Source: an optimization exercise on an open RTL-to-GDS flow (aim: small area). Production flows keep margins and buffers that such runs may drop.
In this exercise RTL edits were held to simulation tests only and were not proved equivalent to the original.

==> job 1480: inputs <==
// fir_inst
module fir_inst (
    input                clk,
    input                rst,
    input                data_in_vld,
    input  signed [15:0] data_in,
    output signed [36:0] data_out,
    output reg           data_out_vld
);
reg [1119:0] x;
wire [1119:0] xd;
assign xd[15:0] = data_in & {16{~rst}};
genvar g;
generate for (g = 1; g < 70; g = g + 1) begin : gt
    if (g % 2) begin : godd
        assign xd[16*g+15:16*g] = ~(x[16*g-1:16*g-16] & {16{~rst}});
    end else begin : geven
        assign xd[16*g+15:16*g] = ~(x[16*g-1:16*g-16] | {16{rst}});
    end
end endgenerate
always @(posedge clk)
    if (data_in_vld | rst) x <= xd;
reg vld1;
always @(posedge clk or posedge rst)
    if (rst) begin vld1 <= 1'b0; data_out_vld <= 1'b0; end
    else begin vld1 <= data_in_vld; data_out_vld <= vld1; end
wire tp0_1_0 = x[16];
wire tp0_1_1 = x[17];
wire tp0_1_2 = x[18];
wire tp0_1_3 = x[19];
wire tp0_1_4 = x[20];
wire tp0_1_5 = x[21];
  ...
export LEC_CHECK = 0
export CAP_MARGIN = 20
export CORE_MARGIN = 2
export CORE_UTILIZATION = 50
export CTS_CLUSTER_DIAMETER = 70
export CTS_CLUSTER_SIZE = 30
export SLEW_MARGIN = 20
export SYNTH_HIERARCHICAL = 1
export SYNTH_MINIMUM_KEEP_SIZE = 0
create_clock -name core_clock -period 9.0 [get_ports {clk}]
standard.sh (not shown) runs the stock make flow with config.mk's settings and CLKGATE_MAP_FILE= SYNTH_SCRIPT=/design/flow/synth_recipe.tcl, a recipe that flattens the netlist after the stock synthesis.
==> flow/flow/run.sh <==
#!/bin/bash
# The standard layout (the standard.sh: standard synthesis, floorplan,
# placement, CTS, routing), with one change: clock tree synthesis does not
# insert dummy loads (the leaf clusters are balanced well enough without
# them).  Everything else, including the synthesis, is the standard flow.
set -euo pipefail
export CTS_ARGS="-sink_clustering_enable -repair_clock_nets -dont_use_dummy_load -sink_clustering_size 30 -sink_clustering_max_diameter 70"
bash standard.sh > standard_flow.log 2>&1
==> job 1690: changes against job 1480 <==
--- a/flow/design.v
+++ b/flow/design.v
@@ -4952,25 +4952,31 @@
 wire n9228, n9229;
 fir_fa un9227 (.a(n917), .b(n726), .c(n9197), .s(n9228), .co(n9229));
 wire n9231, n9232;
 fir_fa un9230 (.a(n9228), .b(n9200), .c(n9203), .s(n9231), .co(n9232));
 wire n9252, n9253;
 fir_fa un9251 (.a(n920), .b(n9229), .c(n9232), .s(n9252), .co(n9253));
+wire r1_tp0_35_13 = ~x[589];
+wire r1_tp0_35_14 = ~x[590];
+wire r1_tp0_35_15 = ~x[591];
+wire r1_n927 = x[591];
+wire r1_n6173 = x[585];
+wire r1_n6174 = x[586];
+wire r1_n6175 = x[587];
+wire r1_n6176 = x[588];
+wire r1_n6177 = x[589];
+wire r1_n6178 = x[590];
 reg r1_n212;
 reg r1_n215;
 reg r1_n218;
 reg r1_n222;
 reg r1_n224;
 reg r1_n324;
 reg r1_n776;
 reg r1_n924;
 reg r1_n926;
-reg r1_tp0_35_13;
-reg r1_tp0_35_14;
-reg r1_tp0_35_15;
-reg r1_n927;
 reg r1_n1220;
 reg r1_n1223;
 reg r1_n1226;
 reg r1_n1227;
 reg r1_n1391;
 reg r1_n1619;
@@ -5048,18 +5054,12 @@
 reg r1_n5972;
 reg r1_n5977;
 reg r1_n5980;
 reg r1_n5981;
 reg r1_n6162;
 reg r1_n6163;
-reg r1_n6173;
-reg r1_n6174;
-reg r1_n6175;
-reg r1_n6176;
-reg r1_n6177;
-reg r1_n6178;
 reg r1_n6273;
 reg r1_n6276;
 reg r1_n6277;
 reg r1_n6855;
 reg r1_n6859;
 reg r1_n6924;
@@ -5178,16 +5178,12 @@
     r1_n222 <= n222;
     r1_n224 <= n224;
     r1_n324 <= n324;
     r1_n776 <= n776;
     r1_n924 <= n924;
     r1_n926 <= n926;
-    r1_tp0_35_13 <= tp0_35_13;
-    r1_tp0_35_14 <= tp0_35_14;
-    r1_tp0_35_15 <= tp0_35_15;
-    r1_n927 <= n927;
     r1_n1220 <= n1220;
     r1_n1223 <= n1223;
     r1_n1226 <= n1226;
     r1_n1227 <= n1227;
     r1_n1391 <= n1391;
     r1_n1619 <= n1619;
@@ -5265,18 +5261,12 @@
     r1_n5972 <= n5972;
     r1_n5977 <= n5977;
     r1_n5980 <= n5980;
     r1_n5981 <= n5981;
     r1_n6162 <= n6162;
     r1_n6163 <= n6163;
-    r1_n6173 <= n6173;
-    r1_n6174 <= n6174;
-    r1_n6175 <= n6175;
-    r1_n6176 <= n6176;
-    r1_n6177 <= n6177;
-    r1_n6178 <= n6178;
     r1_n6273 <= n6273;
     r1_n6276 <= n6276;
     r1_n6277 <= n6277;
     r1_n6855 <= n6855;
     r1_n6859 <= n6859;
     r1_n6924 <= n6924;
==> flow/config.mk (replaced) <==
export PLATFORM = sky130hd
export DESIGN_NAME = fir_inst
export DESIGN_NICKNAME = fir_inst
export VERILOG_FILES = /design/flow/design.v
export SDC_FILE = /design/flow/constraint.sdc
export NUM_CORES = 4
export LEC_CHECK = 0
export CAP_MARGIN = 20
export CORE_MARGIN = 2
export CORE_UTILIZATION = 62
export CTS_CLUSTER_DIAMETER = 70
export CTS_CLUSTER_SIZE = 30
export PLACE_DENSITY = 0.7
export SLEW_MARGIN = 20
export SYNTH_HIERARCHICAL = 1
export SYNTH_MINIMUM_KEEP_SIZE = 0
==> run summary <==
Of job 1690 and job 1480, job 1690 has the higher maximum frequency (gap about 0.8%, measured against job 1480).
Of job 1690 and job 1480, job 1480 has the higher flip-flop and latch count (gap 10).
In job 1690 the cell count is smaller than in job 1480, by 6.2%.
In job 1480 the die area is higher than in job 1690, by about 24%.
In job 1480 the final area is higher than in job 1690, by about 1%.
Against job 1690, the area after synthesis of job 1480 is higher by 0.25%.
Utilization: job 1480 is lower than job 1690 (13 points).
Against job 1690, the via count of job 1480 is lower by about 0.9%.
Of job 1480 and job 1690, job 1690 has the higher setup slack (gap 0.073 ns).
==> figures <==
item	job 1480	job 1690
Syn nets	7260	7246
Pre-CTS setup slack	0.354 ns	0.401 ns
Share of cell area taken by multi-input logic gates	0.488	0.493
Routed wl met3	37400 um	46600 um
Maximum number of pins on one net before global-route repair	187	214
Layout sequential cell count	1378	1368
Clock latency reported for the late side of the worst-skew pair	0.80 ns	0.77 ns
Post-synthesis share of cell area spent on xor and xnor gates	0.00195	0.00196
Multi-input gates	3275	3274
Crit path buffers/inverters	3	2
Status	no timing/DRC/antenna violations	no timing/DRC/antenna violations
HPWL Detailed	257000 um	243000 um
Wire length of the first global-routing pass	399000 um	381000 um
Sequential cell area	38800 um^2	38600 um^2
Initial core utilization	0.503	0.626
Post-synthesis cell count	5176	5162
Time the final worst path needs with I/O delays and setup	8.82 ns	8.75 ns
Worst Hold Slack	0.289 ns	0.297 ns
Initial antenna violation count	18	11
Adder-cell share of the synthesized area	0.462	0.463

[what the ideal ports hide]
In the flow no input, the clock included, has a driving cell. The finished layouts below were timed again as built, in two steps.
Step 1: set_driving_cell puts a clkbuf_16 on clk and a buf_2 on each other input, an assumption about the parent block.
Step 2 adds t to the input delays and takes it off the output delays; t is the mean of the earliest and latest rising clock arrival at the registers after step 1. Input paths then give back, and output paths get back, about the clock's delay inside the block.
a / b / c = no drivers / after step 1 / after step 2; a / b = the first two.
| run | t (ns) | setup WS [ns] | hold WS [ns] | worst setup path at the end | clock arrival spread, ns |
|---|---|---|---|---|---|
| job 1480 | 0.850 | 0.177 / 0.177 / 0.177 | 0.289 / 0.289 / 0.289 | register to register | 0.118 / 0.117 |
| job 1690 | 0.797 | 0.250 / 0.250 / 0.250 | 0.297 / 0.297 / 0.297 | register to register | 0.135 / 0.135 |
After both steps setup and hold are still met in every run listed.
